From an optimization exercise on the open Yosys and OpenROAD flow, aimed at small area; shortcuts taken in it are not production practice.
The RTL was checked by simulation tests, not by an equivalence proof against the original design.
Power is estimated from default activity; no workload was simulated.

==> flow/design.v <==
module median (
    input         clk,
    input         rst_n,
    input  [31:0] word0,
    input  [31:0] word1,
    input  [31:0] word2,
    output [7:0]  pixel1,
    output [7:0]  pixel2,
    output [7:0]  pixel3,
    output [7:0]  pixel4,
    output [9:0]  raddr_a,
    output [9:0]  raddr_b,
    output [9:0]  raddr_c,
    output [9:0]  waddr
);
    function gt;
        input [7:0] a;
        input [7:0] b;
        integer i;
        reg g;
        begin
            g = 1'b0;
            for (i = 0; i < 8; i = i + 1)
                g = (a[i] & ~b[i]) | (g & (a[i] | ~b[i]));
            gt = g;
        end
    endfunction
    function [7:0] med3;
        input [7:0] x;
        input [7:0] y;
        input [7:0] z;
        input xy;
        input yz;
        input xz;
        begin
            med3 = (xy == yz) ? y : ((xy == xz) ? z : x);
        end
    endfunction
    wire [7:0] l0, m0, h0, l1, m1, h1, l2, m2, h2, l3, m3, h3;
    sort3 s0 (.a(word0[7:0]),   .b(word1[7:0]),   .c(word2[7:0]),   .lo(l0), .mid(m0), .hi(h0));
    sort3 s1 (.a(word0[15:8]),  .b(word1[15:8]),  .c(word2[15:8]),  .lo(l1), .mid(m1), .hi(h1));
    sort3 s2 (.a(word0[23:16]), .b(word1[23:16]), .c(word2[23:16]), .lo(l2), .mid(m2), .hi(h2));
    sort3 s3 (.a(word0[31:24]), .b(word1[31:24]), .c(word2[31:24]), .lo(l3), .mid(m3), .hi(h3));
    wire [7:0] lo10 = gt(l1, l0) ? l1 : l0;      
    wire [7:0] lo32 = gt(l3, l2) ? l3 : l2;
    wire [7:0] hi10 = gt(h1, h0) ? h0 : h1;      
    wire [7:0] hi32 = gt(h3, h2) ? h2 : h3;
    wire g10 = gt(m1, m0);
    wire g21 = gt(m2, m1);
    wire g20 = gt(m2, m0);
    wire g32 = gt(m3, m2);
    wire g31 = gt(m3, m1);
    reg [7:0] r0l, r0m, r0h, r1m, rlo, rhi;
    reg       rg10;
    always @(posedge clk or negedge rst_n) begin
        if (!rst_n) begin
            r0l <= 8'd0; r0m <= 8'd0; r0h <= 8'd0; r1m <= 8'd0;
            rlo <= 8'd0; rhi <= 8'd0; rg10 <= 1'b0;
        end else begin
            r0l <= l0; r0m <= m0; r0h <= h0; r1m <= m1;
            rlo <= lo10; rhi <= hi10; rg10 <= g10;
        end
    end
    wire g03 = gt(r0m, m3);      
    wire g02 = gt(r0m, m2);
    wire g13 = gt(r1m, m3);      
    wire [7:0] w4l = gt(l3, rlo) ? l3 : rlo;
    wire [7:0] w4h = gt(h3, rhi) ? rhi : h3;
    wire [7:0] w4m = med3(r1m, r0m, m3, rg10, g03, g13);
    wire [7:0] w1l = gt(r0l, lo32) ? r0l : lo32;
    wire [7:0] w1h = gt(r0h, hi32) ? hi32 : r0h;
    wire [7:0] w1m = med3(r0m, m3, m2, g03, g32, g02);
    wire [7:0] w2l = gt(l1, lo32) ? l1 : lo32;
    wire [7:0] w2h = gt(h1, hi32) ? hi32 : h1;
    wire [7:0] w2m = med3(m3, m2, m1, g32, g21, g31);
    wire [7:0] w3l = gt(l2, lo10) ? l2 : lo10;
    wire [7:0] w3h = gt(h2, hi10) ? hi10 : h2;
    wire [7:0] w3m = med3(m2, m1, m0, g21, g10, g20);
    wire [7:0] o4 = med3(w4l, w4m, w4h, gt(w4l, w4m), gt(w4m, w4h), gt(w4l, w4h));
    wire [7:0] o1 = med3(w1l, w1m, w1h, gt(w1l, w1m), gt(w1m, w1h), gt(w1l, w1h));
    wire [7:0] o2 = med3(w2l, w2m, w2h, gt(w2l, w2m), gt(w2m, w2h), gt(w2l, w2h));
    wire [7:0] o3 = med3(w3l, w3m, w3h, gt(w3l, w3m), gt(w3m, w3h), gt(w3l, w3h));
    reg [7:0] p1_q, p2_q, p3_q;
    always @(posedge clk or negedge rst_n) begin
        if (!rst_n) begin
            p1_q <= 8'd0; p2_q <= 8'd0; p3_q <= 8'd0;
        end else begin
            p1_q <= o1; p2_q <= o2; p3_q <= o3;
        end
    end
    assign pixel1 = p1_q;
    assign pixel2 = p2_q;
    assign pixel3 = p3_q;
    assign pixel4 = o4;
    reg [9:0] rc;
    reg [2:0] col_hi;
    reg       sa, sb;
    reg [9:0] wa;
    wire nib  = &rc[3:0];
    wire wrap = nib & col_hi[2];           
    wire valid = wa[0] ^ rc[0];
    always @(posedge clk or negedge rst_n) begin
        if (!rst_n) begin
            rc     <= 10'd0;
            col_hi <= 3'd0;
            sa     <= 1'b0;
            sb     <= 1'b0;
            wa     <= 10'd0;
        end else begin
            rc[3:0] <= rc[3:0] + 4'd1;
            if (nib)
                rc[9:4] <= rc[9:4] + ((wrap & ~sb) ? 6'd60 : 6'd1);
            if (nib)
                col_hi <= wrap ? 3'd0 : col_hi + 3'd1;
            if (wrap) begin
                sa <= ~sb;
                sb <= sa & ~sb;
            end
            if (valid)
                wa <= wa + 10'd1;
        end
    end
    assign raddr_c = rc;
    assign raddr_a = {rc[9:4] + {3'b000, sa, 1'b0, sa}, rc[3:0]};
    assign raddr_b = {rc[9:4] + {3'b000, sb, 1'b0, sb}, rc[3:0]};
    assign waddr   = wa;
endmodule
module sort3 (
    input  [7:0] a,
    input  [7:0] b,
    input  [7:0] c,
    output [7:0] lo,
    output [7:0] mid,
    output [7:0] hi
);
    function gt;
        input [7:0] x;
        input [7:0] y;
        integer i;
        reg g;
        begin
            g = 1'b0;
            for (i = 0; i < 8; i = i + 1)
                g = (x[i] & ~y[i]) | (g & (x[i] | ~y[i]));
            gt = g;
        end
    endfunction
    wire ab = gt(a, b);
    wire bc = gt(b, c);
    wire ac = gt(a, c);
    assign mid = (ab == bc) ? b : ((ab == ac) ? c : a);
    assign lo  = ab ? (bc ? c : b) : (ac ? c : a);
    assign hi  = ab ? (ac ? a : c) : (bc ? b : c);
endmodule
==> flow/flow/run.sh <==
#!/bin/bash
# Own layout flow: the standard flow (standard.sh), with two changes:
#  - ABC maps for area (flow/abc.script) instead of ORFS's speed script with
#    gate up-sizing; ORFS reads that script from SCRIPTS_DIR, so the flow
#    runs on a copy of ORFS's scripts folder with only that file replaced;
#  - the port buffers are sky130_fd_sc_hd__buf_1.
# Everything else (synthesis passes, flattening, register names, floorplan,
# power grid, CTS, routing) is the standard flow.
set -euo pipefail
W=$(pwd)
rm -rf "$W/orfs_scripts"
cp -r "$FLOW_HOME/scripts" "$W/orfs_scripts"
cp "$W/flow/abc.script" "$W/orfs_scripts/abc_speed.script"
bash "$W/standard.sh" "SCRIPTS_DIR=$W/orfs_scripts" \
    "BUFFER_PORTS_ARGS=-buffer_cell sky130_fd_sc_hd__buf_1" finish \
    > "$W/standard.log" 2>&1
==> flow/flow/abc.script <==
&get -n
&st
&syn2
&synch2
&deepsyn -T 60
&dch
&nf -R 1000
&put
==> flow/standard.sh <==
#!/bin/bash
# synth_recipe.tcl (not shown) runs the flow's synth.tcl, then flattens the netlist and writes it again
# the make line also repeats each setting of config.mk as NAME=value (left out here)
make -C /OpenROAD-flow-scripts/flow DESIGN_CONFIG=/design/flow/config.mk WORK_HOME=/design/flow/orfs CLKGATE_MAP_FILE= SYNTH_SCRIPT=/design/flow/synth_recipe.tcl "${@:-finish}"
==> flow/config.mk <==
export PLATFORM = sky130hd
export DESIGN_NAME = median
export DESIGN_NICKNAME = median
export VERILOG_FILES = /design/flow/design.v
export SDC_FILE = /design/flow/constraint.sdc
export NUM_CORES = 4
export LEC_CHECK = 0
export CAP_MARGIN = 20
export CORE_MARGIN = 2
export CORE_UTILIZATION = 40
export GPL_TIMING_DRIVEN = 0
export SLEW_MARGIN = 20
==> flow/constraint.sdc <==
create_clock -name core_clock -period 30.0 [get_ports {clk}]
set_input_delay 6.0000 -clock core_clock [delete_from_list [all_inputs] [get_ports {clk}]]
set_output_delay 6.0000 -clock core_clock [all_outputs]
set_load 0.01 [all_outputs]
==> impl_metrics.toml, run 1 <==
[sta]
hold_viol = 0
setup_viol = 0
finalClockSkew_ns = 0.0118
worst_hold_slack_ns = 0.480
period_share = 0.735
slew_violations = 0
max_freq_mhz = 45.3
layout_setup_ws_ns = 7.94
tightest_slew_ns = 1.11
fin_crit_ns = 22.06
slew-limit-headroom = 0.255
rsz0062_at_grt = "false"
fin_setup_tns_ns = 0

[floorplanning]
die_w_um = 164
fp-row-count = 58
ios = 170
start_util = 0.407
die_area_um2 = 26800
die_y_um = 164
coreArea_um2 = 25100

[logic_synthesis]
syn_nets = 1506
synth.avg_cell_area_um2 = 7.32
synthDistinctLibCells = 43
synth_area_um2 = 10200
seq_area_frac_synth = 0.240
yosys-top-cells-count = "nand2_1, nor2_1, a21oi_1"
async_flop_share = 1.00
synth_top_area_share = 0.240
synth_edf_count = 0
synth_area_leaders = "dfrtp_1, maj3_1, nand2_1"
ys.flop_type = "dfrtp_1"
yosys_warnings = 2
synth_top_cell_by_area = "dfrtp_1"
synthCells = 1394
synth-seq-cells = 98
synth.most_common_cell = "nand2_1"

[setup_path]
max_stage_delay_ns = 0.70
cpMostUsedCell = "maj3_1"
arrival_ns = 16.06
startpoint_type = "input port"
cp.required_ns = 24.00
cp-end-kind = "primary output"
path_class = "in -> out"
crit_slowest_cell = "o211ai_1"
critPathMaxFanout = 16

[cells_and_area]
drive_gt1_frac = 0.0183
final_area_um2 = 11600
areaGrowthSynthToFinish_pct = 13.8
fin_cells = 1911
nNetsFinal = 1689
insertedDiodeCount = 0

[drt]
drt_pass1_iterations = 7
ant_nets = 0
wl_per_cell_um = 19.2
drtIter0Drc = 1099
routed_wl_um = 36700
vias = 11600
route.detailed.drc = 0
viasPerCell = 6.08

[clock_tree]
cts_hold_buf = 0
clock_sinks = 98
cts.clk_slew.worst_paths_ns = 0.08
htree_levels = 3
cts_tree = "built"
cts_buffers = 9
clk_latency_ns = 0.36
ctsRootBufferMaster = "clkbuf_16"
post_cts_buffers = 0
clockBufferDepth = 2
cts_resized = 0

[global_routing]
grt_usage = 0.272
antenna_found_initial = 0
grt_overflow = 0
grt_first_pass_wirelength_um = 56700
grt_pass1_vias = 10300
grt_max_degree = 33

[power]
vdd_ir_drop_max_mv = 0.0604
seqPwrFrac = 0.179
swShare = 0.528
power_density_nw_per_um2 = 90.8
p_leak_uw = 0.00428
p_switching_uw = 557
power.internal_uw = 497
share_comb_of_total_power = 0.714
clkPwrFrac = 0.107

[placement]
io_buffers = 169
dp_slack_ns = 7.87
hpwl_um = 30100
place_area_um2 = 11300
place_congestion = 0.967
dp_cells = 1896

[min_path]
min_path_type = "reg -> reg"

[run_status]
status = "no timing/DRC/antenna violations"

[run]
maxCapViolCount = 0
==> state kept, by name (all words and copies together) (netlist names) <==
register / flops
sa: 1
r0h: 8
rlo: 8
wa: 10
rhi: 8
p2_q: 8
r1m: 8
p1_q: 8
sb: 1
r0m: 8
p3_q: 8
col_hi: 3
rg10: 1
r0l: 8
rc: 10
==> cells by family (layout without fill, tap and decap cells) <==
family / count (synthesis) / in the layout / share of synthesized area
xor gates and xnor gates: 37 / 37 / 0.0317
buffers and inverters: 127 / 314 / 0.0496
DFF: 98 / 98 / 0.240
AOI/OAI and AO/OA: 547 / 547 / 0.344
and+or+nand+nor: 428 / 428 / 0.177
muxes: 28 / 28 / 0.0282
adders and majority gates: 129 / 129 / 0.130
==> area by class of cell <==
cell class                      instances  area, um^2
Buffer                                  9        63.8
Clock buffer                            9         225
Clock inverter                          6        57.6
Fill cell                            2622       13500
Inverter                              118         443
Multi-Input combinational cell       1169        7260
Sequential cell                        98        2450
Tap cell                              330         413
Timing Repair Buffer                  172         703
==> cell usage in the layout (no fill, tap or decap), types with 10 or more instances in the layout <==
master    Yosys  final
a21oi_1     125    124
o22a_1       19     19
o22ai_1     105    105
buf_1         1    169
a21o_1       12     12
xnor2_1      27     27
mux2i_1      22     22
or3_1        11     11
a22oi_1      37     37
ha_1         14     14
maj3_1      115    115
a31oi_1      16     16
o221ai_1     33     33
o21ai_0     120    117
clkinv_1    118    118
a221o_1      14     14
nand2_1     182    182
a221oi_1     25     25
dfrtp_1      98     98
nor2_1      150    150
and2_0       20     20
nand3_1      10     10
nor3_1       26     26
==> stage by stage <==
| stage | power [uW] | utilization |
|---|---|---|
| CTS | 1050 | 0.462 |
| global placement | 921 | 0.448 |
| finish | 1050 | 0.463 |
| global route | 1150 | 0.463 |
| detailed placement | 928 | 0.451 |
| floorplan | 724 | - |
==> critical path, delay by kind of cell <==
family                   cells  cell delay [ns]
AO/OA/AOI/OAI               13             3.51
adder cells (fa/ha/maj)      9             3.32
AND/OR/NAND/NOR              5             1.42
XOR/XNOR                     2             1.26
buffers and inverters        3             0.53
==> worst paths after layout <==
| check | cells after the start | slack, ns | endpoint | start |
|---|---|---|---|---|
| min in group asynchronous | 1 | 5.60 | wa[0] | rst_n |
| setup / recovery | 32 | 7.94 | pixel4[0] | word2[26] |
| hold / removal | 1 | 0.48 | col_hi[0] | col_hi[0] |
| hold reg to reg | 1 | 0.48 | col_hi[0] | col_hi[0] |
| setup reg to reg | 21 | 23.75 | p1_q[2] | r0h[1] |
| max in group asynchronous | 3 | 23.65 | r0l[3] | rst_n |
==> power groups by stage <==
stage | clock network, uW | logic [uW] | registers [uW]
4_1_cts | 116 | 743 | 187
2_1_floorplan | 0 | 534 | 190
3_5_place_dp | 0 | 739 | 190
6_report | 113 | 753 | 189
5_1_grt | 121 | 833 | 191
3_3_place_gp | 0 | 731 | 190
==> per-layer routing <==
metal / GRT usage / wire length, um / vias up / part of all wire
met4: 0.0945 / 1180 / 0 / 0.032
li1: - / - / 5620 / -
met3: 0.0487 / 3130 / 72 / 0.085
met5: 0 / 0 / - / 0
met1: 0.364 / 15800 / 5408 / 0.43
met2: 0.441 / 16600 / 518 / 0.45
==> run 2: changes to the inputs <==
==> flow/flow/abc.script (replaced) <==
&get -n
&st
&syn2
&synch2
&dch
&nf -R 1000
&put
--- a/flow/config.mk
+++ b/flow/config.mk
@@ -10,3 +10,2 @@
 export CORE_UTILIZATION = 40
-export GPL_TIMING_DRIVEN = 0
 export SLEW_MARGIN = 20
==> impl_metrics.toml, run 2 <==
[setup_path]
path_class = "in -> out"
critPathMaxFanout = 13
cp.required_ns = 24.00
cpMostUsedCell = "maj3_1"
max_stage_delay_ns = 0.62
r2r_slack_ns = 23.87
arrival_ns = 15.62
critPathLaunch = "word1[25]"
crit_slowest_cell = "xnor2_1"
rr_worst_depth = 21
startpoint_type = "input port"
timing.rr.end = "p1_q[6]"
cp-end-kind = "primary output"
r2r-start = "r0m[0]"

[cells_and_area]
areaGrowthSynthToFinish_pct = 14.6
layout_commonest_cell = "nand2_1"
fin_cells = 2090
fillers = 2797
top_regs = "rc: 10 flops, wa: 10 flops"
final_cell_mix = "nand2_1, nor2_1, buf_1, o21ai_0, a21oi_1"
multi_input_area_um2 = 7800
nNetsFinal = 1856
drive_gt1_frac = 0.0314
ff_latch_area_um2 = 2450
insertedDiodeCount = 0

[logic_synthesis]
ys.flop_type = "dfrtp_1"
yosys.area_share.simple = 0.194
synth_compound_area_frac = 0.368
synth.avg_cell_area_um2 = 7.04
synth_area_leaders = "dfrtp_1, o21ai_0, maj3_1"
synth_top_area_share = 0.227
yosys_warnings = 2
synth_top_cell_by_area = "dfrtp_1"
async_flop_share = 1.00
synth_edf_count = 0
synthDistinctLibCells = 47
muxShareOfSynthArea = 0.0364
yosys-top-cells-count = "nand2_1, nor2_1, o21ai_0"
seq_area_frac_synth = 0.227
synth-seq-cells = 98
synth_area_um2 = 10800
syn_nets = 1649
synth_top_family_by_area = "compound AO/OA/AOI/OAI gates"
synth_adder_area_share = 0.0921
synthCells = 1537
synth_xor_area_frac = 0.0300
synth.most_common_cell = "nand2_1"

[drt]
ant_nets = 0
drtIter0Drc = 1320
viasPerCell = 6.07
route.detailed.drc = 0
wl_per_cell_um = 18.5
drt_pass1_iterations = 5
vias = 12700
routed_wl_um = 38700

[min_path]
min_path_type = "reg -> reg"
hold_depth = 1
min_from = "wa[9]"
worst_hold_path.endpoint = "wa[9]"

[run]
maxCapViolCount = 0

[clock_tree]
htree_levels = 3
clock_sinks = 98
cts_resized = 0
cts_buffers = 9
clockBufferDepth = 2
post_cts_buffers = 0
cts_tree = "built"
clk_latency_ns = 0.36
cts.clk_slew.worst_paths_ns = 0.08
cts_hold_buf = 0
ctsRootBufferMaster = "clkbuf_16"

[global_routing]
grtUsageMet3 = 0.0327
grt_usage = 0.270
grt_first_pass_wirelength_um = 60900
antenna_found_initial = 0
busiest_layer = "met2"
grt_pass1_vias = 11100
met1_usage = 0.384
grt_max_degree = 79
use_met2 = 0.417
grt_overflow = 0

[floorplanning]
die_y_um = 168
die_area_um2 = 28400
start_util = 0.405
ios = 170
coreArea_um2 = 26700
die_w_um = 168
fp-row-count = 60

[placement]
hpwl_um = 31200
io_buffers = 169
place_congestion = 0.975
dp_cells = 2074

[power]
p_leak_uw = 0.00450
clkPwrFrac = 0.088
seqPwrFrac = 0.152
swShare = 0.541
power_density_nw_per_um2 = 104
p_switching_uw = 698
vdd_ir_drop_max_mv = 0.0718
share_comb_of_total_power = 0.760
power.internal_uw = 591

[sta]
hold_viol = 0
rsz0062_at_grt = "false"
setup_viol = 0
slew_violations = 0
period_share = 0.721
tightest_slew_ns = 1.11
max_freq_mhz = 46.3
slew-limit-headroom = 0.257
fin_setup_tns_ns = 0
finalClockSkew_ns = 0.0144
worst_hold_slack_ns = 0.476
fin_crit_ns = 21.62

[run_status]
status = "no timing/DRC/antenna violations"
==> run 2: critical path, delay by kind of cell <==
family | cells | cell delay [ns]
buffers and inverters | 4 | 0.68
AOI/OAI and AO/OA | 6 | 1.07
adders and majority gates | 16 | 5.94
xor gates and xnor gates | 1 | 0.62
and+or+nand+nor | 3 | 0.63
muxes | 2 | 0.68
==> run 2: final cells by class <==
cell class                      count  share of cell area
Inverter                          135              0.0409
Multi-Input combinational cell   1295               0.630
Sequential cell                    98               0.198
Clock inverter                      6             0.00384
Clock buffer                       10              0.0193
Timing Repair Buffer              205              0.0736
Tap cell                          341              0.0344
==> run 2: metrics by stage <==
step            util  area (um^2)  setup WS, ns  total power, uW
6_report       0.464        12400          8.38             1290
5_1_grt        0.464        12400          7.59             1420
4_1_cts        0.463        12400          8.46             1280
3_5_place_dp   0.452        12100          8.46             1160
3_3_place_gp   0.452        12100          8.57             1150
2_1_floorplan      -        10800          9.27              896
==> run 2: cells by family (layout without fill, tap and decap cells) <==
| kind of cell | after synthesis | count (layout) |
|---|---|---|
| AOI/OAI and AO/OA | 630 | 630 |
| xor gates and xnor gates | 37 | 37 |
| adders and majority gates | 96 | 96 |
| buffers and inverters | 144 | 356 |
| DFF | 98 | 98 |
| muxes | 37 | 37 |
| and+or+nand+nor | 495 | 495 |
==> run 2: worst max-delay path by stage <==
stage	end	slack (ns)	depth (start not counted)
after global placement	pixel4[1]	8.57	33
after detailed placement	pixel4[0]	8.46	32
after global routing	pixel4[0]	7.59	35
after CTS	pixel4[1]	8.46	33
final	pixel4[0]	8.38	32
after floorplan	pixel4[0]	9.27	29
==> run 2: layer usage <==
metal	routed length (um)	part of all wire
met5	0	0
met4	1490	0.038
met3	2970	0.077
met2	17100	0.44
met1	17200	0.44
==> run 2: power by group through the flow <==
stage	clock network, uW	logic, uW	registers [uW]
after floorplan	0	701	195
after global placement	0	955	197
after detailed placement	0	963	196
after CTS	117	968	194
after global routing	122	1100	198
final	113	980	196
==> run 3: changes to the inputs <==
--- a/flow/design.v
+++ b/flow/design.v
@@ -97,6 +97,6 @@
     reg       sa, sb;
-    reg [9:0] wa;
+    reg       first;
+    reg [5:0] wa_hi;
     wire nib  = &rc[3:0];
     wire wrap = nib & col_hi[2];           
-    wire valid = wa[0] ^ rc[0];
     always @(posedge clk or negedge rst_n) begin
@@ -107,3 +107,4 @@
             sb     <= 1'b0;
-            wa     <= 10'd0;
+            first  <= 1'b0;
+            wa_hi  <= 6'd0;
         end else begin
@@ -118,4 +119,5 @@
             end
-            if (valid)
-                wa <= wa + 10'd1;
+            first <= 1'b1;
+            if (first && rc[3:0] == 4'd0)
+                wa_hi <= wa_hi + 6'd1;
         end
@@ -124,4 +126,4 @@
     assign raddr_a = {rc[9:4] + {3'b000, sa, 1'b0, sa}, rc[3:0]};
-    assign raddr_b = {rc[9:4] + {3'b000, sb, 1'b0, sb}, rc[3:0]};
-    assign waddr   = wa;
+    assign raddr_b = sb ? raddr_a : rc;    
+    assign waddr   = {wa_hi, rc[3:0] - {3'b000, first}};
 endmodule
==> flow/flow/abc.script (replaced) <==
&get -n
&st
&syn2
&synch2
&deepsyn -T 60
&dch
&nf -R 1000
&put
--- a/flow/config.mk
+++ b/flow/config.mk
@@ -7,5 +7,8 @@
 export LEC_CHECK = 0
-export CAP_MARGIN = 20
+export CAP_MARGIN = 0
 export CORE_MARGIN = 2
 export CORE_UTILIZATION = 40
-export SLEW_MARGIN = 20
+export CTS_BUF_LIST = sky130_fd_sc_hd__clkbuf_16
+export CTS_CLUSTER_SIZE = 50
+export GPL_TIMING_DRIVEN = 0
+export SLEW_MARGIN = 0
==> impl_metrics.toml, run 3 <==
[cells_and_area]
insertedDiodeCount = 0
final_cell_mix = "buf_1, nor2_1, clkinv_1, o22ai_1, a21oi_1"
largest_reg_flops = 10
nNetsFinal = 1695
largest_register = "rc"
drive_gt1_frac = 0.0183
fin_cells = 1912
layout_commonest_cell = "buf_1"
areaGrowthSynthToFinish_pct = 14.1

[run_status]
status = "finished with violations"
violations = "max-capacitance violations"

[power]
p_leak_uw = 0.00412
clkPwrFrac = 0.103
seqPwrFrac = 0.165
share_comb_of_total_power = 0.732
vdd_ir_drop_max_mv = 0.0609
power_density_nw_per_um2 = 98.1
p_switching_uw = 606
finalPower_uw = 1120
power.internal_uw = 510
swShare = 0.543

[clock_tree]
cts_hold_buf = 0
cts.clk_slew.worst_paths_ns = 0.06
cts_tree = "built"
clk_latency_ns = 0.36
cts_resized = 0
clockBufferDepth = 2
htree_levels = 3
post_cts_buffers = 0
ctsRootBufferMaster = "clkbuf_16"
clock_sinks = 95
cts_buffers = 9

[drt]
route.detailed.drc = 0
ant_nets = 0
wl_per_cell_um = 20.3
routed_wl_um = 38700
drt_pass1_iterations = 6
drtIter0Drc = 1403
vias = 12100
viasPerCell = 6.33

[sta]
tightest_slew_ns = 1.54
max_freq_mhz = 47.2
slew-limit-headroom = -0.0376
layout_setup_ws_ns = 8.83
hold_viol = 0
slew_violations = 9
fin_setup_tns_ns = 0
fin_crit_ns = 21.17
setup_viol = 0
finalClockSkew_ns = 0.0117
rsz0062_at_grt = "false"
worst_hold_slack_ns = 0.475
period_share = 0.706

[setup_path]
startpoint_type = "input port"
max_stage_delay_ns = 1.00
arrival_ns = 15.17
rr_worst_depth = 23
r2r-start = "r0m[2]"
r2r_slack_ns = 24.16
cp.required_ns = 24.00
timing.rr.end = "p1_q[3]"
path_class = "in -> out"
cpMostUsedCell = "o21ai_0"
critPathMaxFanout = 11
cp-end-kind = "primary output"
crit_slowest_cell = "o21ai_0"

[floorplanning]
fp-row-count = 57
die_y_um = 162
die_area_um2 = 26200
die_w_um = 162
start_util = 0.409
ios = 170
coreArea_um2 = 24400

[min_path]
min_from = "col_hi[0]"
min_path_type = "reg -> reg"
worst_hold_path.endpoint = "col_hi[0]"
hold_depth = 1

[logic_synthesis]
synth_area_um2 = 9980
synth_area_leaders = "dfrtp_1, o22ai_1, a21oi_1"
ys.flop_type = "dfrtp_1"
synthDistinctLibCells = 45
yosys_warnings = 2
synth_top_area_share = 0.238
syn_nets = 1509
async_flop_share = 1.00
synth_edf_count = 0
yosys-top-cells-count = "nor2_1, clkinv_1, o22ai_1"
synth-seq-cells = 95
synth.most_common_cell = "nor2_1"
synth_top_cell_by_area = "dfrtp_1"
synth.avg_cell_area_um2 = 7.14
synthCells = 1397
seq_area_frac_synth = 0.238

[placement]
dp_cells = 1896
io_buffers = 169
hpwl_um = 31100
dp_slack_ns = 8.83
place_congestion = 0.953

[global_routing]
grt_usage = 0.288
antenna_found_initial = 0
grt_first_pass_wirelength_um = 59700
grt_pass1_vias = 10600
grt_max_degree = 41
grt_overflow = 0

[run]
maxCapViolCount = 1
[run 3: cell types whose count changed after synthesis, sizes merged, moves of 15 or more]
cell    delta
a211oi    -16
a221oi    +23
maj3      -28
nand2     -64
nand2b    -18
o211ai    -18
o21ai     -24
o221ai    -15
o22ai     +55
[run 3: worst max-delay path: cells and delay by family]
kind	cells	cell delay (ns)
AOI/OAI and AO/OA	18	4.31
xor gates and xnor gates	1	0.52
adders and majority gates	3	1.06
buffers and inverters	5	1.07
muxes	1	0.44
and+or+nand+nor	6	1.73
[run 3: cells by family (layout without fill, tap and decap cells)]
logic type / Yosys count / in the layout / synth area share
other cells: 1 / 1 / 0.000376
xor+xnor: 31 / 31 / 0.0272
flops: 95 / 95 / 0.238
buf+inv: 157 / 348 / 0.0621
simple gates: 357 / 357 / 0.146
mux: 28 / 28 / 0.0300
compound gates: 660 / 660 / 0.424
fa+ha+maj: 68 / 68 / 0.0717
[run 3: worst max-delay path by stage]
stage,startpoint,end,slack [ns],cells past startpoint
after floorplan,word2[25],pixel4[0],11.18,32
after global placement,word0[25],pixel4[2],8.94,30
after detailed placement,word2[24],pixel4[2],8.83,34
after CTS,word2[24],pixel4[2],8.81,34
after global routing,word0[25],pixel4[0],8.11,32
final,word2[24],pixel4[2],8.83,34
[run 3: layout make-up]
cell class                      count  area (um^2)
Clock buffer                        9          225
Timing Repair Buffer              175          706
Buffer                              8         60.1
Multi-Input combinational cell   1145         6980
Clock inverter                      7         68.8
Inverter                          149          559
Sequential cell                    95         2380
Tap cell                          324          405
Fill cell                        2553        13000
[run 3: metal layers]
layer,routed length (um),vias up,track usage
met3,2950,77,0.0419
met1,16900,5681,0.394
li1,-,5749,-
met4,1840,0,0.138
met2,17000,593,0.448
met5,0,-,0
[run 3: stage by stage]
stage               instance area (um^2)   util
global placement                   11000  0.452
global route                       11400  0.467
detailed placement                 11100  0.455
CTS                                11400  0.467
floorplan                           9980      -
finish                             11400  0.467
[run 3: power by group through the flow]
stage / Sequential (uW) / Combinational, uW / Clock [uW]
floorplan: 189 / 558 / 0
global placement: 186 / 786 / 0
detailed placement: 186 / 794 / 0
CTS: 184 / 797 / 118
global route: 188 / 893 / 123
finish: 184 / 817 / 115
==> run 4: changes to the inputs <==
--- a/flow/config.mk
+++ b/flow/config.mk
@@ -7,8 +7,7 @@
 export LEC_CHECK = 0
-export CAP_MARGIN = 0
+export CAP_MARGIN = 20
 export CORE_MARGIN = 2
 export CORE_UTILIZATION = 40
-export CTS_BUF_LIST = sky130_fd_sc_hd__clkbuf_16
-export CTS_CLUSTER_SIZE = 50
+export CTS_BUF_LIST = sky130_fd_sc_hd__clkbuf_8
 export GPL_TIMING_DRIVEN = 0
-export SLEW_MARGIN = 0
+export SLEW_MARGIN = 20
==> impl_metrics.toml, run 4 <==
[global_routing]
grt_first_pass_wirelength_um = 59700
grt_usage = 0.287
grt_max_degree = 32
grt_overflow = 0
grt_pass1_vias = 10700
antenna_found_initial = 0

[sta]
tightest_slew_ns = 1.23
slew_violations = 0
finalClockSkew_ns = 0.00613
setup_viol = 0
rsz0062_at_grt = "false"
slew-limit-headroom = 0.174
fin_setup_tns_ns = 0
fin_crit_ns = 20.94
hold_viol = 0
period_share = 0.698
max_freq_mhz = 47.8

[logic_synthesis]
synth_edf_count = 0
synthCells = 1397
synth_top_area_share = 0.238
synth.avg_cell_area_um2 = 7.14
synth_area_leaders = "dfrtp_1, o22ai_1, a21oi_1"
syn_nets = 1509
yosys-top-cells-count = "nor2_1, clkinv_1, o22ai_1"
async_flop_share = 1.00
ys.flop_type = "dfrtp_1"
seq_area_frac_synth = 0.238
synth-seq-cells = 95
synth_area_um2 = 9980
synth_top_cell_by_area = "dfrtp_1"
synthDistinctLibCells = 45
synth.most_common_cell = "nor2_1"
yosys_warnings = 2

[setup_path]
path_class = "in -> out"
startpoint_type = "input port"
path_delay_family = "compound AO/OA/AOI/OAI gates"
cp.required_ns = 24.00
critPathMaxFanout = 11
arrival_ns = 14.94
rr_worst_depth = 23
r2r_slack_ns = 24.12
crit_slowest_cell = "o21ai_0"
r2r-start = "r0m[1]"
timing.rr.end = "p1_q[3]"
cp-end-kind = "primary output"
cpMostUsedCell = "o21ai_0"
crit_buf_inv = 5
max_stage_delay_ns = 0.82

[min_path]
hold_depth = 1
min_from = "wa_hi[5]"
worst_hold_path.endpoint = "wa_hi[5]"
min_path_type = "reg -> reg"

[placement]
place_congestion = 0.953
hpwl_um = 31100
io_buffers = 169

[cells_and_area]
final_cell_mix = "buf_1, nor2_1, clkinv_1, o22ai_1, a21oi_1"
insertedDiodeCount = 0
final_util = 0.463
nNetsFinal = 1698
drive_gt1_frac = 0.0201
largest_register = "rc"
areaGrowthSynthToFinish_pct = 13.3
largest_reg_flops = 10
layout_commonest_cell = "buf_1"

[power]
power_density_nw_per_um2 = 95.2
p_leak_uw = 0.00409
vdd_ir_drop_max_mv = 0.0636

[drt]
drt_pass1_iterations = 6
route.detailed.drc = 0
vias = 12200
viasPerCell = 6.35
routed_wl_um = 38700
ant_nets = 0
wl_per_cell_um = 20.2
drtIter0Drc = 1408

[floorplanning]
die_area_um2 = 26200
fp-row-count = 57
coreArea_um2 = 24400
die_y_um = 162
start_util = 0.409
die_w_um = 162
ios = 170

[clock_tree]
cts_hold_buf = 0
cts_resized = 0
clockBufferDepth = 2
clk_latency_ns = 0.38
cts.clk_slew.worst_paths_ns = 0.10
cts_tree = "built"
post_cts_buffers = 0
cts_buffers = 9
htree_levels = 3
ctsRootBufferMaster = "clkbuf_8"
clock_sinks = 95

[run_status]
status = "no timing/DRC/antenna violations"

[run]
maxCapViolCount = 0
## run 4: how the worst max path moves through the flow
stage          depth (start not counted)   endpoint  startpoint  slack (ns)
2_1_floorplan                         32  pixel4[0]   word2[25]       11.18
3_3_place_gp                          30  pixel4[2]   word0[25]        8.94
3_5_place_dp                          34  pixel4[2]   word2[24]        9.29
4_1_cts                               34  pixel4[0]   word2[24]        9.28
5_1_grt                               34  pixel4[0]   word2[24]        8.37
6_report                              34  pixel4[0]   word2[24]        9.06
## run 4: stage by stage
step / power (uW) / std cells / worst slack, ns / hold slack, ns / area (um^2)
finish: 1080 / 1915 / 9.06 / 0.477 / 11300
global route: 1160 / 1915 / 8.37 / 0.499 / 11300
CTS: 1060 / 1915 / 9.28 / 0.482 / 11300
detailed placement: 980 / 1899 / 9.29 / 0.464 / 11100
global placement: 972 / 1890 / 8.94 / 0.458 / 11000
floorplan: 747 / 1397 / 11.18 / 0.446 / 9980
## run 4: where the power goes
group	leakage, uW	switching, uW	total [uW]	internal, uW
Combinational	0.00288	532	814	282
Sequential	0.00112	20.1	184	164
Clock	0.0000945	47.4	77.9	30.6
## run 4: kinds of logic (layout without fill, tap and decap cells)
group | after synthesis | in the layout | share of synthesized area
compound gates | 660 | 660 | 0.424
simple gates | 357 | 357 | 0.146
buf+inv | 157 | 351 | 0.0621
flops | 95 | 95 | 0.238
fa+ha+maj | 68 | 68 | 0.0717
xor+xnor | 31 | 31 | 0.0272
mux | 28 | 28 | 0.0300
other cells | 1 | 1 | 0.000376
## run 4: per-layer routing
metal  vias up  track usage  part of all wire
li1       5759            -                 -
met1      5704        0.389              0.43
met2       624        0.456              0.45
met3        78       0.0432             0.077
met4         0        0.123             0.039
met5         -            0                 0
## run 4: worst reg2reg max path: stages, from the launching register on
cell and delay, ns:
dfrtp_1 0.51, a22oi_1 0.13, o21ai_0 0.21, o221ai_1 0.14, a21oi_1 0.20, a21oi_1 0.08, maj3_1 0.48, xor2_1 0.47
clkinv_1 0.23, nand2b_1 0.23, o22ai_1 0.12, a21oi_1 0.35, nand2_1 0.09, a21oi_1 0.18, maj3_1 0.19, a21oi_1 0.07
a221oi_1 0.24, o2bb2ai_1 0.10, maj3_1 0.40, xnor2_1 0.45, clkinv_1 0.24, nor2_1 0.25, clkinv_1 0.17, o221ai_1 0.25
## run 4: final cells by class
cell class | instances | area, um^2
Tap cell | 324 | 405
Multi-Input combinational cell | 1145 | 6980
Sequential cell | 95 | 2380
Fill cell | 2569 | 13100
Timing Repair Buffer | 178 | 746
Clock inverter | 7 | 48.8
Buffer | 8 | 60.1
Clock buffer | 9 | 124
Inverter | 149 | 559
==> run 5: changes to the inputs <==
==> flow/flow/run.sh (replaced) <==
#!/bin/bash
# Own layout flow: the standard flow (standard.sh), with three changes:
#  - ABC maps for area (flow/abc.script) instead of ORFS's speed script with
#    gate up-sizing; ORFS reads that script from SCRIPTS_DIR, so the flow
#    runs on a copy of ORFS's scripts folder with only that file replaced;
#  - the port buffers are sky130_fd_sc_hd__buf_1;
#  - so are the buffers synthesis puts on pass-through wires.
# Everything else (synthesis passes, flattening, register names, floorplan,
# power grid, CTS, routing) is the standard flow. All output of the flow is
# in standard.log and in ORFS's own logs under orfs/logs.
set -euo pipefail
W=$(pwd)
rm -rf "$W/orfs_scripts"
cp -r "$FLOW_HOME/scripts" "$W/orfs_scripts"
cp "$W/flow/abc.script" "$W/orfs_scripts/abc_speed.script"
bash "$W/standard.sh" "SCRIPTS_DIR=$W/orfs_scripts" \
    "BUFFER_PORTS_ARGS=-buffer_cell sky130_fd_sc_hd__buf_1" \
    "MIN_BUF_CELL_AND_PORTS=sky130_fd_sc_hd__buf_1 A X" finish \
    > "$W/standard.log" 2>&1
==> impl_metrics.toml, run 5 <==
[run_status]
status = "no timing/DRC/antenna violations"

[power]
power_density_nw_per_um2 = 96.4
clkPwrFrac = 0.076
seqPwrFrac = 0.170
finalPower_uw = 1090
vdd_ir_drop_max_mv = 0.0502
p_switching_uw = 608
swShare = 0.560
power.internal_uw = 478
p_leak_uw = 0.00404
share_comb_of_total_power = 0.754

[floorplanning]
ios = 170
die_y_um = 162
start_util = 0.408
die_w_um = 162
coreArea_um2 = 24400
die_area_um2 = 26100
fp-row-count = 57

[clock_tree]
clk_latency_ns = 0.39
post_cts_buffers = 0
cts_resized = 0
cts_hold_buf = 0
htree_levels = 3
cts_buffers = 9
cts.clk_slew.worst_paths_ns = 0.10
clockBufferDepth = 2
cts_tree = "built"
clock_sinks = 95
ctsRootBufferMaster = "clkbuf_8"

[drt]
routed.top_layer = "met4"
drtIter0Drc = 1205
route.detailed.drc = 0
wl_met3_um = 3220
routed_wl_um = 38300
met1_length_um = 16600
viasPerCell = 6.32
ant_nets = 0
wl_per_cell_um = 20.0
vias = 12100
drt_pass1_iterations = 6
dr_wl_met2_um = 16600

[setup_path]
max_stage_delay_ns = 0.90
crit_slowest_cell = "o21ai_0"
path_class = "in -> out"
cp-end-kind = "primary output"
r2r_slack_ns = 23.98
timing.rr.end = "p1_q[3]"
cpMostUsedCell = "o21ai_0"
cp.depth = 34
crit_buf_inv = 5
critPathMaxFanout = 11
path_delay_family = "compound AO/OA/AOI/OAI gates"
arrival_ns = 14.95
startpoint_type = "input port"
critPathLaunch = "word2[24]"
cp.required_ns = 24.00
crit_path_end = "pixel4[6]"
rr_worst_depth = 22
r2r-start = "r0m[2]"

[sta]
max_freq_mhz = 47.7
finalClockSkew_ns = 0.0165
rsz0062_at_grt = "false"
slew_violations = 0
setup_viol = 0
slew-limit-headroom = 0.176
fin_crit_ns = 20.95
tightest_slew_ns = 1.22
hold_viol = 0
period_share = 0.698
fin_setup_tns_ns = 0

[logic_synthesis]
synth_area_um2 = 9950
synth.most_common_cell = "nor2_1"
synth_top_cell_by_area = "dfrtp_1"
synth_top_area_share = 0.239
async_flop_share = 1.00
yosys-top-cells-count = "nor2_1, clkinv_1, o22ai_1"
synth-seq-cells = 95
synthDistinctLibCells = 45
synth_area_leaders = "dfrtp_1, o22ai_1, a21oi_1"
ys.flop_type = "dfrtp_1"
synthCells = 1397
syn_nets = 1509
synth_edf_count = 0
seq_area_frac_synth = 0.239
synth.avg_cell_area_um2 = 7.12
yosys_warnings = 2

[run]
maxCapViolCount = 0

[global_routing]
grt_max_degree = 35
grt_pass1_vias = 10600
grt_first_pass_wirelength_um = 59100
antenna_found_initial = 0
grt_usage = 0.286
grt_overflow = 0

[cells_and_area]
largest_register = "rc"
final_util = 0.462
areaGrowthSynthToFinish_pct = 13.4
largest_reg_flops = 10
nNetsFinal = 1697
final_cell_mix = "buf_1, nor2_1, clkinv_1, o22ai_1, a21oi_1"
drive_gt1_frac = 0.0157
fillers = 2546
insertedDiodeCount = 0
layout_commonest_cell = "buf_1"

[placement]
place_congestion = 0.976
io_buffers = 169
hpwl_um = 31000

[min_path]
min_path_type = "reg -> reg"
[run 5: cell types whose count changed after synthesis]
cell	before	now
buf_1	0	8
buf_4	8	0
[run 5: layout make-up]
| cell class | count | area (um^2) | share of cell area |
|---|---|---|---|
| plain buffers | 8 | 30.0 | 0.00266 |
| clock buffers | 10 | 138 | 0.0122 |
| clock inverters | 5 | 41.3 | 0.00366 |
| inverters | 149 | 559 | 0.0496 |
| multi-input cells | 1145 | 6990 | 0.619 |
| flip-flops and latches | 95 | 2380 | 0.211 |
| well taps | 324 | 405 | 0.0359 |
| repair buffers | 177 | 741 | 0.0657 |
[run 5: cells by family (layout without fill, tap and decap cells)]
kind of cell	Yosys count	after routing	share of synthesized area
flip-flops	95	95	0.239
buffers and inverters	157	349	0.0593
other	1	1	0.000377
adder cells (fa/ha/maj)	68	68	0.0720
AND/OR/NAND/NOR	357	357	0.147
AO/OA/AOI/OAI	660	660	0.425
multiplexers	28	28	0.0301
XOR/XNOR	31	31	0.0273
[run 5: stage by stage]
step | instances | cell area [um^2] | setup WS (ns) | hold WS [ns]
finish | 1913 | 11300 | 9.05 | 0.472
global route | 1913 | 11300 | 8.19 | 0.483
CTS | 1913 | 11300 | 9.14 | 0.475
detailed placement | 1898 | 11100 | 9.15 | 0.457
global placement | 1890 | 11000 | 9.12 | 0.455
floorplan | 1397 | 9950 | 11.18 | 0.446
[run 5: layer usage]
metal | vias up | GRT usage
li1 | 5749 | -
met1 | 5659 | 0.399
met2 | 597 | 0.444
met3 | 87 | 0.0347
met4 | 0 | 0.132
met5 | - | 0
[run 5: worst reg2reg max path, cell delays in order, from the launching register on]
cell and delay [ns]:
dfrtp_1 0.50, o22ai_1 0.13, o21ai_0 0.19, o221ai_1 0.14
a21oi_1 0.17, a21oi_1 0.06, maj3_1 0.49, xnor2_1 0.59
nand2b_1 0.30, o22ai_1 0.11, a21oi_1 0.38, nand2_1 0.10
a21oi_1 0.19, maj3_1 0.21, a21oi_1 0.07, a221oi_1 0.22
o2bb2ai_1 0.10, maj3_1 0.40, xnor2_1 0.47, clkinv_1 0.22
nor2_1 0.28, clkinv_1 0.19, o221ai_1 0.38
[run 5: power groups by stage]
stage	sequential (uW)	clock, uW	combinational [uW]
6_report	185	82.6	819
2_1_floorplan	189	0	558
3_5_place_dp	187	0	798
5_1_grt	188	90.1	892
3_3_place_gp	186	0	789
4_1_cts	184	83.8	801
[run 5: worst min path at each step]
stage,startpoint,end,slack (ns),cells after the start
4_1_cts,wa_hi[5],wa_hi[5],0.47,1
3_5_place_dp,wa_hi[5],wa_hi[5],0.46,1
5_1_grt,wa_hi[5],wa_hi[5],0.48,1
3_3_place_gp,wa_hi[5],wa_hi[5],0.45,1
2_1_floorplan,col_hi[0],col_hi[0],0.45,1
6_report,wa_hi[5],wa_hi[5],0.47,1
==> run 6: changes to the inputs <==
--- a/flow/config.mk
+++ b/flow/config.mk
@@ -11,2 +11,4 @@
 export CTS_BUF_LIST = sky130_fd_sc_hd__clkbuf_8
+export CTS_CLUSTER_DIAMETER = 150
+export CTS_CLUSTER_SIZE = 30
 export GPL_TIMING_DRIVEN = 0
==> impl_metrics.toml, run 6 <==
[run_status]
status = "no timing/DRC/antenna violations"

[logic_synthesis]
synth_top_family_by_area = "compound AO/OA/AOI/OAI gates"
synthCells = 1397
muxShareOfSynthArea = 0.0301
syn_nets = 1509
synth-seq-cells = 95
synth_adder_area_share = 0.0720
synth.avg_cell_area_um2 = 7.12
async_flop_share = 1.00
synth_xor_area_frac = 0.0273
seq_area_frac_synth = 0.239
synthDistinctLibCells = 45
synth_top_area_share = 0.239
synth_edf_count = 0
yosys_warnings = 2
ys.flop_type = "dfrtp_1"
yosys-top-cells-count = "nor2_1, clkinv_1, o22ai_1"
synth_area_leaders = "dfrtp_1, o22ai_1, a21oi_1"
synth_area_um2 = 9950
yosys.area_share.simple = 0.147
synth_compound_area_frac = 0.425
synth_top_cell_by_area = "dfrtp_1"
synth.most_common_cell = "nor2_1"

[setup_path]
cpMostUsedCell = "o21ai_0"
critPathMaxFanout = 11
arrival_ns = 14.95
crit_slowest_cell = "o21ai_0"
cp.required_ns = 24.00
cp-end-kind = "primary output"
max_stage_delay_ns = 0.90
path_class = "in -> out"
startpoint_type = "input port"

[sta]
finalClockSkew_ns = 0.0165
max_freq_mhz = 47.7
slew-limit-headroom = 0.176
slew_violations = 0
fin_setup_tns_ns = 0
setup_viol = 0
fin_crit_ns = 20.95
tightest_slew_ns = 1.22
rsz0062_at_grt = "false"
period_share = 0.698
hold_viol = 0

[floorplanning]
coreArea_um2 = 24400
start_util = 0.408
die_y_um = 162
fp-row-count = 57
die_w_um = 162
ios = 170
die_area_um2 = 26100

[drt]
drtIter0Drc = 1205
viasPerCell = 6.32
route.detailed.drc = 0
ant_nets = 0
drt_pass1_iterations = 6
vias = 12100
routed_wl_um = 38300
wl_per_cell_um = 20.0

[clock_tree]
clock_sinks = 95
cts.clk_slew.worst_paths_ns = 0.10
ctsRootBufferMaster = "clkbuf_8"
post_cts_buffers = 0
cts_buffers = 9
cts_hold_buf = 0
cts_tree = "built"
cts_resized = 0
clockBufferDepth = 2
htree_levels = 3
clk_latency_ns = 0.39

[global_routing]
grt_pass1_vias = 10600
grt_usage = 0.286
grt_max_degree = 35
grt_overflow = 0
grt_first_pass_wirelength_um = 59100
antenna_found_initial = 0

[cells_and_area]
insertedDiodeCount = 0
nNetsFinal = 1697
drive_gt1_frac = 0.0157
fillers = 2546
largest_register = "rc"
final_area_um2 = 11300
fin_cells = 1913
layout_commonest_cell = "buf_1"
largest_reg_flops = 10
final_cell_mix = "buf_1, nor2_1, clkinv_1, o22ai_1, a21oi_1"
areaGrowthSynthToFinish_pct = 13.4

[power]
power_density_nw_per_um2 = 96.4
finalPower_uw = 1090
p_leak_uw = 0.00404
vdd_ir_drop_max_mv = 0.0502

[placement]
place_area_um2 = 11100
hpwl_um = 31000
dp_cells = 1898
place_congestion = 0.976
io_buffers = 169

[min_path]
min_path_type = "reg -> reg"

[run]
maxCapViolCount = 0
run 6: cell counts after synthesis:
No cell type changed its count.
run 6: critical path: cells and delay by family:
kind | cells | cell delay [ns]
and+or+nand+nor | 6 | 1.66
xor gates and xnor gates | 1 | 0.50
buffers and inverters | 5 | 1.08
muxes | 1 | 0.44
AOI/OAI and AO/OA | 18 | 4.17
adders and majority gates | 3 | 1.08
run 6: routing by layer:
| layer | GRT usage | up-vias | share of wire |
|---|---|---|---|
| met2 | 0.444 | 597 | 0.43 |
| met5 | 0 | - | 0 |
| met1 | 0.399 | 5659 | 0.43 |
| li1 | - | 5749 | - |
| met3 | 0.0347 | 87 | 0.084 |
| met4 | 0.132 | 0 | 0.047 |
run 6: logic make-up (layout without fill, tap and decap cells):
family,Yosys count,in the layout
muxes,28,28
and+or+nand+nor,357,357
other,1,1
AOI/OAI and AO/OA,660,660
DFF,95,95
buffers and inverters,157,349
adders and majority gates,68,68
xor gates and xnor gates,31,31
run 6: worst paths after layout:
check / end / start / depth (start not counted) / slack, ns
worst max-delay path: pixel4[6] / word2[24] / 34 / 9.05
worst min-delay path: wa_hi[5] / wa_hi[5] / 1 / 0.47
worst max register to register: p1_q[3] / r0m[2] / 22 / 23.98
worst min register to register: wa_hi[5] / wa_hi[5] / 1 / 0.47
max in group asynchronous: rlo[2] / rst_n / 3 / 23.82
min in group asynchronous: rc[9] / rst_n / 1 / 5.50
run 6: layout make-up:
class,instances,area [um^2],share of cell area
Multi-Input combinational cell,1145,6990,0.619
Sequential cell,95,2380,0.211
Timing Repair Buffer,177,741,0.0657
Inverter,149,559,0.0496
Tap cell,324,405,0.0359
Clock buffer,10,138,0.0122
Clock inverter,5,41.3,0.00366
Buffer,8,30.0,0.00266
run 6: power breakdown:
group	switching, uW	internal (uW)
Clock	49.9	32.7
Sequential	20.6	164
Combinational	538	281
run 6: per-stage QoR:
step	util	hold slack [ns]	setup slack (ns)
global route	0.462	0.483	8.19
global placement	0.450	0.455	9.12
floorplan	-	0.446	11.18
finish	0.462	0.472	9.05
CTS	0.462	0.475	9.14
detailed placement	0.455	0.457	9.15
==> run 7: changes to the inputs <==
==> flow/flow/abc.script (replaced) <==
&get -n
&st
&syn2
&synch2
&deepsyn -T 60
&dch
&nf -R 1000 -p -C 32 -F 8 -a -A 8
&put
--- a/flow/config.mk
+++ b/flow/config.mk
@@ -9,6 +9,4 @@
 export CORE_MARGIN = 2
-export CORE_UTILIZATION = 40
+export CORE_UTILIZATION = 55
 export CTS_BUF_LIST = sky130_fd_sc_hd__clkbuf_8
-export CTS_CLUSTER_DIAMETER = 150
-export CTS_CLUSTER_SIZE = 30
 export GPL_TIMING_DRIVEN = 0
==> impl_metrics.toml, run 7 <==
[clock_tree]
htree_levels = 3
ctsRootBufferMaster = "clkbuf_8"
cts_resized = 0
cts.clk_slew.worst_paths_ns = 0.11
cts_buffers = 9
clk_latency_ns = 0.40
post_cts_buffers = 0
clock_sinks = 95
cts_hold_buf = 0
clockBufferDepth = 2
cts_tree = "built"

[floorplanning]
start_util = 0.556
ios = 170
fp-row-count = 49
die_y_um = 138
die_area_um2 = 19100
die_w_um = 138
coreArea_um2 = 17800

[logic_synthesis]
synth-seq-cells = 95
yosys.area_share.simple = 0.151
synth_area_leaders = "dfrtp_1, o22ai_1, a21oi_1"
seq_area_frac_synth = 0.240
synth_xor_area_frac = 0.0283
yosys_warnings = 2
synth.avg_cell_area_um2 = 7.18
async_flop_share = 1.00
yosys-top-cells-count = "nor2_1, clkinv_1, o22ai_1"
synth_top_cell_by_area = "dfrtp_1"
synthDistinctLibCells = 46
muxShareOfSynthArea = 0.0411
synth.most_common_cell = "nor2_1"
synth_adder_area_share = 0.0621
synth_top_area_share = 0.240
synthCells = 1381
ys.flop_type = "dfrtp_1"
synth_compound_area_frac = 0.417
synth_top_family_by_area = "compound AO/OA/AOI/OAI gates"
synth_area_um2 = 9920
synth_edf_count = 0
syn_nets = 1493

[sta]
slew-limit-headroom = 0.140
period_share = 0.681
setup_viol = 0
fin_crit_ns = 20.44
finalClockSkew_ns = 0.00912
slew_violations = 0
fin_setup_tns_ns = 0
rsz0062_at_grt = "false"
max_freq_mhz = 48.9
tightest_slew_ns = 1.28
hold_viol = 0
layout_setup_ws_ns = 9.56

[placement]
hpwl_um = 29700
place_area_um2 = 10900
place_congestion = 1.03
dp_slack_ns = 9.67
io_buffers = 169

[setup_path]
critPathLaunch = "word2[24]"
cp.required_ns = 24.00
path_delay_family = "compound AO/OA/AOI/OAI gates"
crit_slowest_cell = "o221ai_1"
timing.rr.end = "p1_q[4]"
cp-end-kind = "primary output"
max_stage_delay_ns = 0.80
path_class = "in -> out"
crit_path_end = "pixel4[1]"
startpoint_type = "input port"
cp.depth = 36
rr_worst_depth = 22
critPathMaxFanout = 11
r2r-start = "r0m[1]"
crit_buf_inv = 4
r2r_slack_ns = 23.76
arrival_ns = 14.44
cpMostUsedCell = "a221oi_1"

[global_routing]
grt_overflow = 0
antenna_found_initial = 0
grt_usage = 0.374
grt_pass1_vias = 10400
grt_max_degree = 29
grt_first_pass_wirelength_um = 57600

[cells_and_area]
layout_commonest_cell = "buf_1"
final_cell_mix = "buf_1, nor2_1, clkinv_1, o22ai_1, a21oi_1"
final_util = 0.625
final_area_um2 = 11100
insertedDiodeCount = 0
largest_register = "rc"
largest_reg_flops = 10
areaGrowthSynthToFinish_pct = 12.4
drive_gt1_frac = 0.0153
nNetsFinal = 1677

[power]
p_leak_uw = 0.00409
power_density_nw_per_um2 = 97.7
vdd_ir_drop_max_mv = 0.110
finalPower_uw = 1090

[min_path]
min_path_type = "reg -> reg"

[drt]
routed_wl_um = 37500
drt_pass1_iterations = 8
routed.top_layer = "met4"
ant_nets = 0
route.detailed.drc = 0
wl_met3_um = 4490
wl_per_cell_um = 20.8
vias = 12300
met1_length_um = 15200
viasPerCell = 6.85
drtIter0Drc = 1672
dr_wl_met2_um = 16300

[run_status]
status = "no timing/DRC/antenna violations"

[run]
maxCapViolCount = 0
[run 7: layer usage]
layer	up-vias	global-route usage
met5	-	0
met4	0	0.148
met3	108	0.0707
met2	881	0.572
met1	5605	0.525
li1	5722	-
[run 7: where the power goes]
group / switching (uW) / internal (uW)
combinational: 529 / 284
clock: 54.8 / 34.7
sequential: 22.5 / 164
[run 7: per-stage QoR]
stage	hold slack, ns	instances
after floorplan	0.446	1381
after global placement	0.456	1779
after detailed placement	0.468	1783
after CTS	0.486	1799
after global routing	0.500	1799
final	0.481	1799
[run 7: worst min path at each step]
stage | startpoint | end | cells after the start
detailed placement | wa_hi[5] | wa_hi[5] | 1
floorplan | col_hi[0] | col_hi[0] | 1
finish | wa_hi[5] | wa_hi[5] | 1
global placement | wa_hi[5] | wa_hi[5] | 1
CTS | wa_hi[5] | wa_hi[5] | 1
global route | wa_hi[5] | wa_hi[5] | 1
[run 7: logic make-up after synthesis]
logic type | after synthesis
and+or+nand+nor | 361
buffers and inverters | 162
muxes | 39
AOI/OAI and AO/OA | 633
other | 1
adders and majority gates | 58
xor gates and xnor gates | 32
DFF | 95
[run 7: cell type report]
cell class | count | area, um^2
clock inverter | 6 | 58.8
multi-input combinational | 1124 | 6950
timing repair buffer | 173 | 731
fill | 1700 | 6690
inverter | 154 | 578
buffer | 8 | 30.0
tap | 229 | 287
sequential | 95 | 2380
clock buffer | 10 | 138
==> run 8: changes to the inputs <==
--- a/flow/config.mk
+++ b/flow/config.mk
@@ -9,3 +9,3 @@
 export CORE_MARGIN = 2
-export CORE_UTILIZATION = 55
+export CORE_UTILIZATION = 70
 export CTS_BUF_LIST = sky130_fd_sc_hd__clkbuf_8
==> impl_metrics.toml, run 8 <==
[sta]
finalClockSkew_ns = 0.00925
slew_violations = 0
fin_crit_ns = 20.46
fin_setup_tns_ns = 0
slew-limit-headroom = 0.201
worst_hold_slack_ns = 0.473
rsz0062_at_grt = "false"
max_freq_mhz = 48.9
period_share = 0.682
hold_viol = 0
tightest_slew_ns = 1.19
setup_viol = 0
layout_setup_ws_ns = 9.54

[logic_synthesis]
yosys-top-cells-count = "nor2_1, clkinv_1, o22ai_1"
synth.avg_cell_area_um2 = 7.18
synthDistinctLibCells = 46
synth_edf_count = 0
synth_area_leaders = "dfrtp_1, o22ai_1, a21oi_1"
seq_area_frac_synth = 0.240
synth_area_um2 = 9920
synth_top_cell_by_area = "dfrtp_1"
synth-seq-cells = 95
synth_top_area_share = 0.240
async_flop_share = 1.00
synthCells = 1381
syn_nets = 1493
synth.most_common_cell = "nor2_1"
yosys_warnings = 2
ys.flop_type = "dfrtp_1"

[drt]
wl_per_cell_um = 21.3
vias = 12900
met1_length_um = 13600
drt_pass1_iterations = 11
routed.top_layer = "met4"
dr_wl_met2_um = 15700
wl_met3_um = 5700
ant_nets = 0
drtIter0Drc = 2601
routed_wl_um = 37200
route.detailed.drc = 0
viasPerCell = 7.35

[placement]
hpwl_um = 28400
dp_cells = 1733
io_buffers = 169
place_congestion = 1.14
dp_slack_ns = 9.78

[power]
power.internal_uw = 487
swShare = 0.558
p_leak_uw = 0.00407
clkPwrFrac = 0.084
share_comb_of_total_power = 0.746
p_switching_uw = 616
vdd_ir_drop_max_mv = 0.0877
power_density_nw_per_um2 = 99.8
seqPwrFrac = 0.170

[setup_path]
max_stage_delay_ns = 0.89
r2r-start = "r0m[1]"
startpoint_type = "input port"
rr_worst_depth = 22
timing.rr.end = "p1_q[4]"
cpMostUsedCell = "a221oi_1"
cp-end-kind = "primary output"
arrival_ns = 14.46
path_class = "in -> out"
cp.required_ns = 24.00
r2r_slack_ns = 23.83
critPathMaxFanout = 11
crit_slowest_cell = "o21ai_0"

[global_routing]
grt_pass1_vias = 10700
grt_usage = 0.482
grt_overflow = 0
grt_first_pass_wirelength_um = 56200
grt_max_degree = 34
antenna_found_initial = 0

[min_path]
hold_depth = 1
min_from = "wa_hi[5]"
min_path_type = "reg -> reg"
worst_hold_path.endpoint = "wa_hi[5]"

[cells_and_area]
largest_reg_flops = 10
fin_cells = 1748
final_cell_mix = "buf_1, nor2_1, clkinv_1, o22ai_1, a21oi_1"
nNetsFinal = 1676
fillers = 1049
final_util = 0.796
largest_register = "rc"
drive_gt1_frac = 0.0140
layout_commonest_cell = "buf_1"
multi_input_area_um2 = 6950
areaGrowthSynthToFinish_pct = 11.5
insertedDiodeCount = 0
ff_latch_area_um2 = 2380

[clock_tree]
cts_buffers = 9
clockBufferDepth = 2
htree_levels = 3
cts_resized = 0
cts_hold_buf = 0
clock_sinks = 95
ctsRootBufferMaster = "clkbuf_8"
cts_tree = "built"
post_cts_buffers = 0
clk_latency_ns = 0.41
cts.clk_slew.worst_paths_ns = 0.09

[run]
maxCapViolCount = 0

[floorplanning]
die_w_um = 123
die_y_um = 123
start_util = 0.715
fp-row-count = 43
die_area_um2 = 15100
ios = 170
coreArea_um2 = 13900

[run_status]
status = "no timing/DRC/antenna violations"
run 8: cell counts after synthesis:
Identical to the previous run, type by type.
run 8: metal layers:
layer / up-vias / global-route usage
li1: 5729 / -
met5: - / 0
met4: 0 / 0.246
met2: 1141 / 0.711
met1: 5755 / 0.639
met3: 230 / 0.149
run 8: per-stage QoR:
step                area [um^2]  total power [uW]
floorplan                  9920               757
global placement          10800               940
detailed placement        10800               963
CTS                       11000              1060
global route              11100              1170
finish                    11100              1100
run 8: logic make-up after synthesis:
| group | Yosys count | share of synthesized area |
|---|---|---|
| compound gates | 633 | 0.417 |
| xor+xnor | 32 | 0.0283 |
| fa+ha+maj | 58 | 0.0621 |
| buf+inv | 162 | 0.0613 |
| flops | 95 | 0.240 |
| mux | 39 | 0.0411 |
| other cells | 1 | 0.000378 |
| simple gates | 361 | 0.151 |
run 8: power by group through the flow:
stage	registers [uW]	clock network (uW)	logic, uW
6_report	187	92.8	823
3_3_place_gp	185	0	755
3_5_place_dp	187	0	776
5_1_grt	189	97.1	883
2_1_floorplan	189	0	568
4_1_cts	185	91.1	784
run 8: worst max path at each step:
stage	end	from	cells after the start	slack, ns
2_1_floorplan	pixel4[0]	word1[24]	32	11.45
3_3_place_gp	pixel4[1]	word1[25]	34	9.89
5_1_grt	pixel4[1]	word2[24]	36	8.78
3_5_place_dp	pixel4[0]	word2[24]	36	9.78
6_report	pixel4[0]	word2[24]	36	9.54
4_1_cts	pixel4[0]	word2[24]	36	9.73
run 8: critical path, delay by kind of cell:
kind | cells | cell delay (ns)
AOI/OAI and AO/OA | 20 | 4.76
and+or+nand+nor | 9 | 1.74
buffers and inverters | 4 | 0.89
xor gates and xnor gates | 1 | 0.44
muxes | 1 | 0.43
adders and majority gates | 1 | 0.19
run 8: cell type report:
class,count,share of cell area
multi-input combinational,1124,0.629
timing repair buffer,172,0.0629
clock inverter,6,0.00679
inverter,154,0.0523
sequential,95,0.215
clock buffer,9,0.0112
tap,180,0.0204
buffer,8,0.00272
==> run 9: changes to the inputs <==
--- a/flow/config.mk
+++ b/flow/config.mk
@@ -9,3 +9,3 @@
 export CORE_MARGIN = 2
-export CORE_UTILIZATION = 70
+export CORE_UTILIZATION = 40
 export CTS_BUF_LIST = sky130_fd_sc_hd__clkbuf_8
==> impl_metrics.toml, run 9 <==
[logic_synthesis]
yosys_warnings = 2
synth.avg_cell_area_um2 = 7.18
yosys-top-cells-count = "nor2_1, clkinv_1, o22ai_1"
synth_top_family_by_area = "compound AO/OA/AOI/OAI gates"
synthDistinctLibCells = 46
syn_nets = 1493
muxShareOfSynthArea = 0.0411
async_flop_share = 1.00
synthCells = 1381
synth_compound_area_frac = 0.417
synth_top_area_share = 0.240
synth_xor_area_frac = 0.0283
seq_area_frac_synth = 0.240
ys.flop_type = "dfrtp_1"
synth_top_cell_by_area = "dfrtp_1"
synth_adder_area_share = 0.0621
synth_edf_count = 0
synth_area_leaders = "dfrtp_1, o22ai_1, a21oi_1"
yosys.area_share.simple = 0.151
synth-seq-cells = 95
synth_area_um2 = 9920
synth.most_common_cell = "nor2_1"

[floorplanning]
ios = 170
start_util = 0.408
fp-row-count = 57
coreArea_um2 = 24300
die_w_um = 161
die_y_um = 161
die_area_um2 = 26100

[power]
share_comb_of_total_power = 0.756
clkPwrFrac = 0.079
p_switching_uw = 617
power_density_nw_per_um2 = 97.8
swShare = 0.562
seqPwrFrac = 0.165
power.internal_uw = 482
p_leak_uw = 0.00408
vdd_ir_drop_max_mv = 0.0656

[drt]
viasPerCell = 6.38
ant_nets = 0
drtIter0Drc = 1467
routed_wl_um = 38000
drt_pass1_iterations = 7
wl_per_cell_um = 20.1
route.detailed.drc = 0
vias = 12100

[setup_path]
critPathMaxFanout = 13
r2r_slack_ns = 23.99
startpoint_type = "input port"
arrival_ns = 14.27
cp.required_ns = 24.00
crit_slowest_cell = "o221ai_1"
cpMostUsedCell = "a21oi_1"
path_class = "in -> out"
cp-end-kind = "primary output"
max_stage_delay_ns = 0.79

[sta]
hold_viol = 0
tightest_slew_ns = 1.22
layout_setup_ws_ns = 9.73
slew_violations = 0
worst_hold_slack_ns = 0.475
slew-limit-headroom = 0.175
period_share = 0.676
fin_crit_ns = 20.27
finalClockSkew_ns = 0.0159
max_freq_mhz = 49.3
rsz0062_at_grt = "false"
fin_setup_tns_ns = 0
setup_viol = 0

[run]
maxCapViolCount = 0

[placement]
hpwl_um = 30500
place_congestion = 1.08
dp_slack_ns = 9.42
io_buffers = 169

[clock_tree]
ctsRootBufferMaster = "clkbuf_8"
cts_buffers = 9
cts.clk_slew.worst_paths_ns = 0.12
cts_resized = 0
clk_latency_ns = 0.39
cts_hold_buf = 0
cts_tree = "built"
clock_sinks = 95
post_cts_buffers = 0
htree_levels = 3
clockBufferDepth = 2

[run_status]
status = "no timing/DRC/antenna violations"

[global_routing]
grt_overflow = 0
grt_first_pass_wirelength_um = 58700
grt_usage = 0.285
grt_pass1_vias = 10600
antenna_found_initial = 0
grt_max_degree = 35

[cells_and_area]
largest_register = "rc"
areaGrowthSynthToFinish_pct = 13.3
final_util = 0.462
layout_commonest_cell = "buf_1"
final_cell_mix = "buf_1, nor2_1, clkinv_1, o22ai_1, a21oi_1"
insertedDiodeCount = 0
nNetsFinal = 1678
largest_reg_flops = 10
drive_gt1_frac = 0.0146

[min_path]
min_path_type = "reg -> reg"
run 9: cell counts after synthesis:
Identical to the previous run, type by type.
run 9: layout make-up:
type / count / area, um^2
timing repair buffer: 174 / 711
sequential: 95 / 2380
tap: 324 / 405
clock buffer: 9 / 124
inverter: 154 / 578
fill: 2571 / 13100
buffer: 8 / 30.0
clock inverter: 7 / 78.8
multi-input combinational: 1124 / 6940
run 9: cell families after synthesis:
family / Yosys count
DFF: 95
and+or+nand+nor: 361
AOI/OAI and AO/OA: 633
muxes: 39
adders and majority gates: 58
xor gates and xnor gates: 32
buffers and inverters: 162
other: 1
run 9: through the flow:
step                total power, uW  std cells  cell area, um^2
floorplan                       757       1381             9920
global placement                983       1874            11000
detailed placement              991       1878            11000
CTS                            1080       1894            11200
global route                   1190       1895            11200
finish                         1100       1895            11200
run 9: path summary, 6_finish.rpt:
kind / cells past startpoint / startpoint / endpoint
setup / recovery: 36 / word1[24] / pixel4[2]
hold reg to reg: 1 / wa_hi[5] / wa_hi[5]
hold / removal: 1 / wa_hi[5] / wa_hi[5]
min in group asynchronous: 2 / rst_n / rc[8]
max in group asynchronous: 3 / rst_n / r0m[6]
setup reg to reg: 20 / r0m[1] / p1_q[4]
run 9: power groups by stage:
stage | combinational, uW | sequential, uW | clock, uW
floorplan | 568 | 189 | 0
global placement | 798 | 184 | 0
detailed placement | 806 | 184 | 0
CTS | 811 | 182 | 89.2
global route | 907 | 185 | 94.9
finish | 831 | 182 | 86.7
run 9: per-layer routing:
metal / track usage / vias up / wire, um
met3: 0.0303 / 95 / 3250
met2: 0.450 / 630 / 16900
met1: 0.391 / 5642 / 16100
met5: 0 / - / 0
li1: - / 5721 / -
met4: 0.132 / 0 / 1750
run 9: critical path, delay by kind of cell:
family | cells | cell delay (ns)
buf+inv | 4 | 0.62
fa+ha+maj | 2 | 0.65
mux | 1 | 0.44
compound gates | 22 | 4.09
simple gates | 6 | 2.12
xor+xnor | 1 | 0.32

[what the ideal ports hide]
In the flow no input, the clock included, has a driving cell. The finished layouts below were timed again as built, in two steps. Step 1 assumes that a clkbuf_16 drives the clock port and a buf_2 every other input. Step 2 times the ports against the registers' clock, not the clock port: input delays grow and output delays shrink by t, the midpoint of the rising clock arrivals with the driver on. a / b / c = no drivers / after step 1 / after step 2; a / b = the first two.
run | shift t [ns] | setup slack, ns | worst setup path at the end | worst data-port slew with drivers (ns) | pins driven straight from the clock port
run 1 | 0.402 | 7.941 / 7.915 / 7.915 | input to output | 0.03 | 1
run 2 | 0.398 | 8.382 / 8.353 / 8.353 | input to output | 0.04 | 1
run 3 | 0.398 | 8.835 / 8.809 / 8.809 | input to output | 0.04 | 1
run 4 | 0.416 | 9.064 / 9.037 / 9.037 | input to output | 0.04 | 1
run 5 | 0.423 | 9.055 / 9.033 / 9.033 | input to output | 0.04 | 1
run 6 | 0.423 | 9.055 / 9.033 / 9.033 | input to output | 0.04 | 1
run 7 | 0.434 | 9.558 / 9.537 / 9.537 | input to output | 0.05 | 1
run 8 | 0.447 | 9.536 / 9.514 / 9.514 | input to output | 0.06 | 1
run 9 | 0.420 | 9.728 / 9.706 / 9.706 | input to output | 0.04 | 1
For run 2, which loses most, drivers alone change the setup slack by -0.029 ns; drivers and shift together by -0.029 ns.
